Background: an optimization exercise with open tools, aiming at small area and few clock cycles per item. Do not read the settings as production practice. Only simulation tests tie the RTL to the original design; equivalence was not proved.

## run 1
## sha256_core
module sha256_core(
    input clk, rst_n,
    input start,                
    input init,                 
    input [511:0] block,        
    output ready,
    output reg done,
    output [255:0] hash
    );
    localparam
        H01 = 32'h6A09E667,
        H02 = 32'hBB67AE85,
        H03 = 32'h3C6EF372,
        H04 = 32'hA54FF53A,
        H05 = 32'h510E527F,
        H06 = 32'h9B05688C,
        H07 = 32'h1F83D9AB,
        H08 = 32'h5BE0CD19,
        K00 = 32'h428a2f98,
        K01 = 32'h71374491;
    reg [31:0] a, b, c, e, f, g;
    reg [31:0] dd;
    reg [31:0] tt;              
    reg [31:0] hx, hy, hu, hv, gx, gy, gu, gv;
    reg [31:0] W [0:15];
    reg [4:0] cnt;
    reg busy;
    reg idle;                   
    reg hvalid;                 
    reg [31:0] KA, KB;          
    assign ready = ~busy;
    wire accept = start & ~busy;
    wire last = busy & (cnt == 5'd31);
    wire init_eff = init | ~hvalid;
    always @(*)
  ...
Settings: LEC_CHECK=0, CAP_MARGIN=20, CORE_MARGIN=2, CORE_UTILIZATION=40, CTS_BUF_LIST=sky130_fd_sc_hd__clkbuf_4 sky130_fd_sc_hd__clkbuf_8, PLACE_DENSITY=0.6, SETUP_SLACK_MARGIN=0.15, SLEW_MARGIN=20; clock period 8.0 ns.
standard.sh (not shown) runs the stock make flow with config.mk's settings and CLKGATE_MAP_FILE= SYNTH_SCRIPT=/design/flow/synth_recipe.tcl, a recipe that flattens the netlist after the stock synthesis.
==> flow/flow/run.sh <==
#!/bin/bash
# The standard layout (standard.sh) with two placement changes:
#  - plain buf_1 cells as the port buffers instead of the delay buffers
#    buffer_ports picks by default;
#  - timing-driven global placement keeps its net weights but not the buffers
#    its trial repair_design runs insert (GPL_KEEP_OVERFLOW=0); the regular
#    repair steps after placement still run.
set -euo pipefail
bash standard.sh "BUFFER_PORTS_ARGS=-buffer_cell sky130_fd_sc_hd__buf_1" GPL_KEEP_OVERFLOW=0 finish > flow_make.log 2>&1
Run 1 completed; timing, DRC and antenna clean
Testbench counts of run 1, summed over its fixed seeds: cycles 7,689, blocks 233.
diff inputs: run 1 => run 2
- a change of SETUP_SLACK_MARGIN from 0.15 to 0.1
[summary]
Number of antenna diodes sits lower in run 2 than in run 1. Looking at routed wire length on met3 across run 2 and run 1, the one that comes out lower is run 2. [compare] base=run 1 new=run 2: core utilization has decreased; number of buffers inserted for hold repair after clock tree synthesis has remained practically unchanged; via count has decreased; headroom to the max-slew limit has decreased. Taking run 1 as the reference, in run 2 worst setup slack went down, final instance area went down.
The inputs of run 3 differ from those of run 2 as listed below.
- changing SETUP_SLACK_MARGIN from 0.1 to 0.2
==> summary.txt <==
Per the comparison of run 3 with run 2, share of cell area taken by multi-input logic gates stayed essentially flat, filler cell count neither gained nor lost much, number of cells after detailed placement roughly the same. Summary — utilization, run 3 relative to run 2: higher, by 0.40 points.
diff inputs: run 3 => run 4
- SETUP_SLACK_MARGIN changed from 0.2 to 0.1
==> flow/flow/run.sh <==
#!/bin/bash
# The standard layout (standard.sh), with plain buf_1 cells as the port buffers
# instead of the delay buffers buffer_ports picks by default.
set -euo pipefail
bash standard.sh "BUFFER_PORTS_ARGS=-buffer_cell sky130_fd_sc_hd__buf_1" finish > flow_make.log 2>&1
### Flow results
Run 4: PASS, flow complete, no timing, DRC or antenna violations
Run 3 → run 4: global-route usage saw an increase, overall overflow remaining after global route has remained practically unchanged, minimum clock period increased by 0.086 ns relative to the old numbers.
Run 4 vs run 3 — maximum achievable frequency dropped 1.1%.
Run 4 vs run 3: clock tree skew after final layout up
The wire length of the first global-routing pass of run 4 is higher than that of run 3.
Compared to run 3, run 4 has routed wire length 3.4% higher.
The following lists how run 5 was set up differently from run 4:
- a change of SETUP_SLACK_MARGIN from 0.1 to 0.3
Notes after the runs:
| clock-pin transition on the worst setup and hold timing paths | run 5 vs run 4 | ≈ equal |
Master of the slowest instance on the critical path: sky130_fd_sc_hd__dfxtp_1 -> run 5, sky130_fd_sc_hd__fa_1 -> run 4
Between run 4 and run 5, the number of global-route vias before repair does not differ in any meaningful way.
Compared run 4 against run 5; share of cells above drive strength 1 within noise.
Run 5 vs. run 4: first-pass GRT wire length went down.
Routability congestion estimate from global placement ended up 0.54% higher on run 5 than on run 4.
When run 5 is measured against run 4, its share of final layout cell area taken by clock buffers and inverters turns out 0.22 points higher.

-- static timing again, ports no longer ideal --
How much do the figures lean on ideal ports? The routed layouts below were timed once more, with nothing changed but the port constraints. Step 1 (the two cells are an assumption about what drives the block):
set clk [get_ports {clk}]
set_driving_cell -lib_cell sky130_fd_sc_hd__clkbuf_16 $clk
set_driving_cell -lib_cell sky130_fd_sc_hd__buf_2 [delete_from_list [all_inputs] $clk]
Step 2 times the ports against the registers' clock, not the clock port: input delays grow and output delays shrink by t, the midpoint of the rising clock arrivals with the driver on. Three values: no drivers, after step 1, after step 2; two values: the first two.
run | shift t [ns] | slack for setup (ns) | hold slack, ns
run 1 | 1.107 | 0.149 / 0.149 / -0.686 | 0.418 / 0.418 / 0.418
run 2 | 1.101 | 0.117 / 0.117 / -0.821 | 0.425 / 0.425 / 0.425
run 3 | 1.131 | 0.230 / 0.203 / -0.614 | 0.421 / 0.421 / 0.421
run 4 | 1.101 | 0.144 / 0.115 / -0.771 | 0.432 / 0.432 / 0.432
run 5 | 1.098 | 0.252 / 0.252 / -0.376 | 0.420 / 0.420 / 0.420
Met with ideal ports but missed after step 2: setup timing in every run listed. The setup slack of run 2, which loses most, moves by 0.000 ns with the drivers and by -0.938 ns with both steps.
